What follows belongs to an exercise in optimizing a design on an open flow for small area, a short achievable clock period and few clock cycles per item; a production flow would make more cautious choices. The RTL was checked by simulation tests, not by an equivalence proof against the original design. The flow treats the clock pin as an ideal source. Dropping or thinning the clock tree relies on that and would not hold on a real chip. Power and IR drop assume default switching activity.

==> flow/design.v (excerpt) <==
module automaton(
    input               clk,
    input               rst,
    input      [31:0]   rule,
    output reg [5:0]    row,
    output reg [5:0]    col,
    output reg          world_we,
    input               world_in,
    output reg          world_out,
    output reg          update_done);
For scale: roughly 50 I/O pins, ~0.0044 sq mm of cells after synthesis.
clock: 10.0 ns
lec_check: 0
abc_area: 1
cap_margin: 20
core_margin: 2
core_utilization: 50
gpl_routability_driven: 1
gpl_timing_driven: 1
place_density: 0.6
slew_margin: 20
synth_hierarchical: 1
standard.sh (not shown) runs the stock make flow with config.mk's settings and CLKGATE_MAP_FILE= SYNTH_SCRIPT=/design/flow/synth_recipe.tcl, a recipe that flattens the netlist after the stock synthesis.
==> flow/flow/run.sh <==
#!/bin/bash
set -euo pipefail
bash standard.sh SYNTH_SCRIPT=$(pwd)/flow/synth_own.tcl SETUP_SLACK_MARGIN=7.2 BUFFER_PORTS_ARGS="-buffer_cell sky130_fd_sc_hd__buf_1" PRE_CTS_TCL=$(pwd)/flow/own_cts.tcl OWN_CTS_INV1=sky130_fd_sc_hd__inv_16 OWN_CTS_INV2=sky130_fd_sc_hd__inv_16 finish > standard.log 2>&1
==> flow/flow/own_cts.tcl <==
# Own clock tree, sourced as PRE_CTS_TCL. The clock port drives 4 clock
# buffers directly, and each buffer drives the clock pins of one group of
# flip-flops. With OWN_CTS_INV1 and OWN_CTS_INV2 set, each buffer is instead a
# pair of inverters: the port drives the first, the first drives only the
# second, and the second drives the group. The groups come from two cuts of
# the placed flip-flops: one across x or y, then one across each half the
# other way. The cut positions are searched so that the group with the
# largest estimated load (pin capacitance plus the wire of a minimum spanning
# tree) is as light as it can be. Every flip-flop is the same number of stages
# from the clock port.
# The tree is built in place of TritonCTS, that is after the CTS step's
# repair_clock_inverters (which would otherwise copy the inverters next to
# every flip-flop); the rest of the CTS step (legalisation, repair_timing)
# runs as usual.

# estimated load of a group in fF: 1.8 fF per clock pin, 0.12 fF per um of
# the minimum spanning tree over the pins (Prim)
proc own_cts_cost {pts} {
  set n [llength $pts]
  if {$n == 0} { return 0 }
  set xs [lmap p $pts {lindex $p 0}]
  set ys [lmap p $pts {lindex $p 1}]
  set in [lrepeat $n 0]
  set d [lrepeat $n 1e18]
  lset d 0 0
  set tot 0.0
  for {set k 0} {$k < $n} {incr k} {
    set best -1; set bd 1e18
    for {set i 0} {$i < $n} {incr i} {
      if {![lindex $in $i] && [lindex $d $i] < $bd} { set bd [lindex $d $i]; set best $i }
    }
    lset in $best 1
    set tot [expr {$tot + $bd}]
    set bx [lindex $xs $best]; set by [lindex $ys $best]
    for {set i 0} {$i < $n} {incr i} {
      if {![lindex $in $i]} {
        set dd [expr {abs([lindex $xs $i] - $bx) + abs([lindex $ys $i] - $by)}]
        if {$dd < [lindex $d $i]} { lset d $i $dd }
      }
    }
  }
  return [expr {1.8 * $n + 0.12 * $tot}]
}

# cut a list of {x y iterm} at fraction f along axis (0: x, 1: y)
proc own_cts_cut {pts axis f} {
  set pts [lsort -real -index $axis $pts]
  set k [expr {int(round([llength $pts] * $f))}]
  return [list [lrange $pts 0 [expr {$k - 1}]] [lrange $pts $k end]]
}

proc own_cts_build {} {
  set db [ord::get_db]
  set block [ord::get_db_block]
  set bufcell sky130_fd_sc_hd__clkbuf_16
  if {[info exists ::env(OWN_CTS_BUF)]} { set bufcell $::env(OWN_CTS_BUF) }
  set master [$db findMaster $bufcell]
  set inv1 ""
  if {[info exists ::env(OWN_CTS_INV1)] && [info exists ::env(OWN_CTS_INV2)]} {
    set inv1 [$db findMaster $::env(OWN_CTS_INV1)]
    set inv2 [$db findMaster $::env(OWN_CTS_INV2)]
  }
  set clknet [$block findNet clk]
  set dbu [$block getDbUnitsPerMicron]

  set sinks {}
  foreach it [$clknet getITerms] {
    set bb [[$it getInst] getBBox]
    set x [expr {([$bb xMin] + [$bb xMax]) / 2.0 / $dbu}]
    set y [expr {([$bb yMin] + [$bb yMax]) / 2.0 / $dbu}]
    lappend sinks [list $x $y $it]
  }
  puts "own_cts: [llength $sinks] clock sinks"

  set fracs {0.38 0.40 0.42 0.44 0.46 0.48 0.50 0.52 0.54 0.56 0.58 0.60 0.62}
  set best {}
  set bestcost 1e18
  foreach axis {0 1} {
    foreach f1 $fracs {
      set sub {}
      set worst 0
      foreach h [own_cts_cut $sinks $axis $f1] {
        set hb {}; set hc 1e18
        foreach f2 $fracs {
          set q [own_cts_cut $h [expr {1 - $axis}] $f2]
          set c [expr {max([own_cts_cost [lindex $q 0]], [own_cts_cost [lindex $q 1]])}]
          if {$c < $hc} { set hc $c; set hb $q }
        }
        lappend sub {*}$hb
        set worst [expr {max($worst, $hc)}]
      }
      if {$worst < $bestcost} { set bestcost $worst; set best $sub }
    }
  }
  puts "own_cts: worst estimated group load [format %.1f $bestcost] fF"

  set i 0
  foreach g $best {
    set sx 0.0; set sy 0.0
    foreach p $g { set sx [expr {$sx + [lindex $p 0]}]; set sy [expr {$sy + [lindex $p 1]}] }
    set cx [expr {int($sx / [llength $g] * $dbu)}]
    set cy [expr {int($sy / [llength $g] * $dbu)}]
    set net [odb::dbNet_create $block "clknet_own_$i"]
    $net setSigType CLOCK
    if {$inv1 eq ""} {
      set inst [odb::dbInst_create $block $master "clkbuf_own_$i"]
      [$inst findITerm A] connect $clknet
      [$inst findITerm X] connect $net
      set placed [list $inst]
    } else {
      set a [odb::dbInst_create $block $inv1 "clkinv_own_a$i"]
      set b [odb::dbInst_create $block $inv2 "clkinv_own_b$i"]
      set mid [odb::dbNet_create $block "clknet_own_m$i"]
      $mid setSigType CLOCK
      [$a findITerm A] connect $clknet
      [$a findITerm Y] connect $mid
      [$b findITerm A] connect $mid
      [$b findITerm Y] connect $net
      set placed [list $b $a]
    }
    foreach p $g {
      set it [lindex $p 2]
      $it disconnect
      $it connect $net
    }
    set dx 0
    foreach inst $placed {
      $inst setLocation [expr {$cx + $dx}] $cy
      $inst setPlacementStatus PLACED
      set dx [expr {$dx + [[$inst getMaster] getWidth]}]
    }
    puts "own_cts: group $i at ($cx, $cy): [llength $g] sinks, estimated [format %.1f [own_cts_cost $g]] fF"
    incr i
  }
}

rename clock_tree_synthesis tritoncts_unused
proc clock_tree_synthesis {args} {
  own_cts_build
  puts "own_cts: clock tree built by own_cts.tcl, TritonCTS skipped"
  set_propagated_clock [all_clocks]
}
Other scripts of this flow, unchanged in this note and not shown: flow/flow/abc_own.script, flow/flow/synth_own.tcl
Testbench counts at the start, summed over its fixed seeds: cycles 2,499,633, generations 384.
Edit:
==> flow/flow/run.sh (replaced) <==
#!/bin/bash
set -euo pipefail
bash standard.sh SYNTH_SCRIPT=$(pwd)/flow/synth_own.tcl SETUP_SLACK_MARGIN=7.2 BUFFER_PORTS_ARGS="-buffer_cell sky130_fd_sc_hd__buf_1" PRE_CTS_TCL=$(pwd)/flow/own_cts.tcl OWN_CTS_INV1=sky130_fd_sc_hd__inv_8 OWN_CTS_INV2=sky130_fd_sc_hd__inv_16 finish > standard.log 2>&1
Result: The changed run finished clean; worst hold slack is about the same; combinational power stays flat; global-route usage is about the same; wire length went down slightly; register-to-register slack hardly moves.
In every run of this note, the design's own scripts or RTL, not TritonCTS, make the clock network.

## afterwards: timing with drivers on the ports
No port has a modelled driver above. Below, the same layouts with a new extraction and two added sets of constraints.
Step 1 (the two cells are an assumption about what drives the block):
set clk [get_ports {clk}]
set_driving_cell -lib_cell sky130_fd_sc_hd__clkbuf_16 $clk
set_driving_cell -lib_cell sky130_fd_sc_hd__buf_2 [delete_from_list [all_inputs] $clk]
Step 2, shift: input delay + t, output delay - t, t = (earliest + latest rising clock arrival at the registers) / 2. This alone moves slack from input paths to output paths.
Slacks: ideal ports / drivers / drivers and shift; pairs: ideal ports / drivers.
run	shift t [ns]	slack for setup (ns)	worst setup path at the end	worst register clock-pin slew, ns
the first run	0.271	7.236 / 7.070 / 7.160	input to register	0.08 / 0.08
the second run	0.223	7.242 / 7.125 / 7.165	input to register	0.08 / 0.08
After both steps setup and hold are still met in every run listed. The setup slack of the second run, which loses most, moves by -0.117 ns with the drivers and by -0.077 ns with both steps.
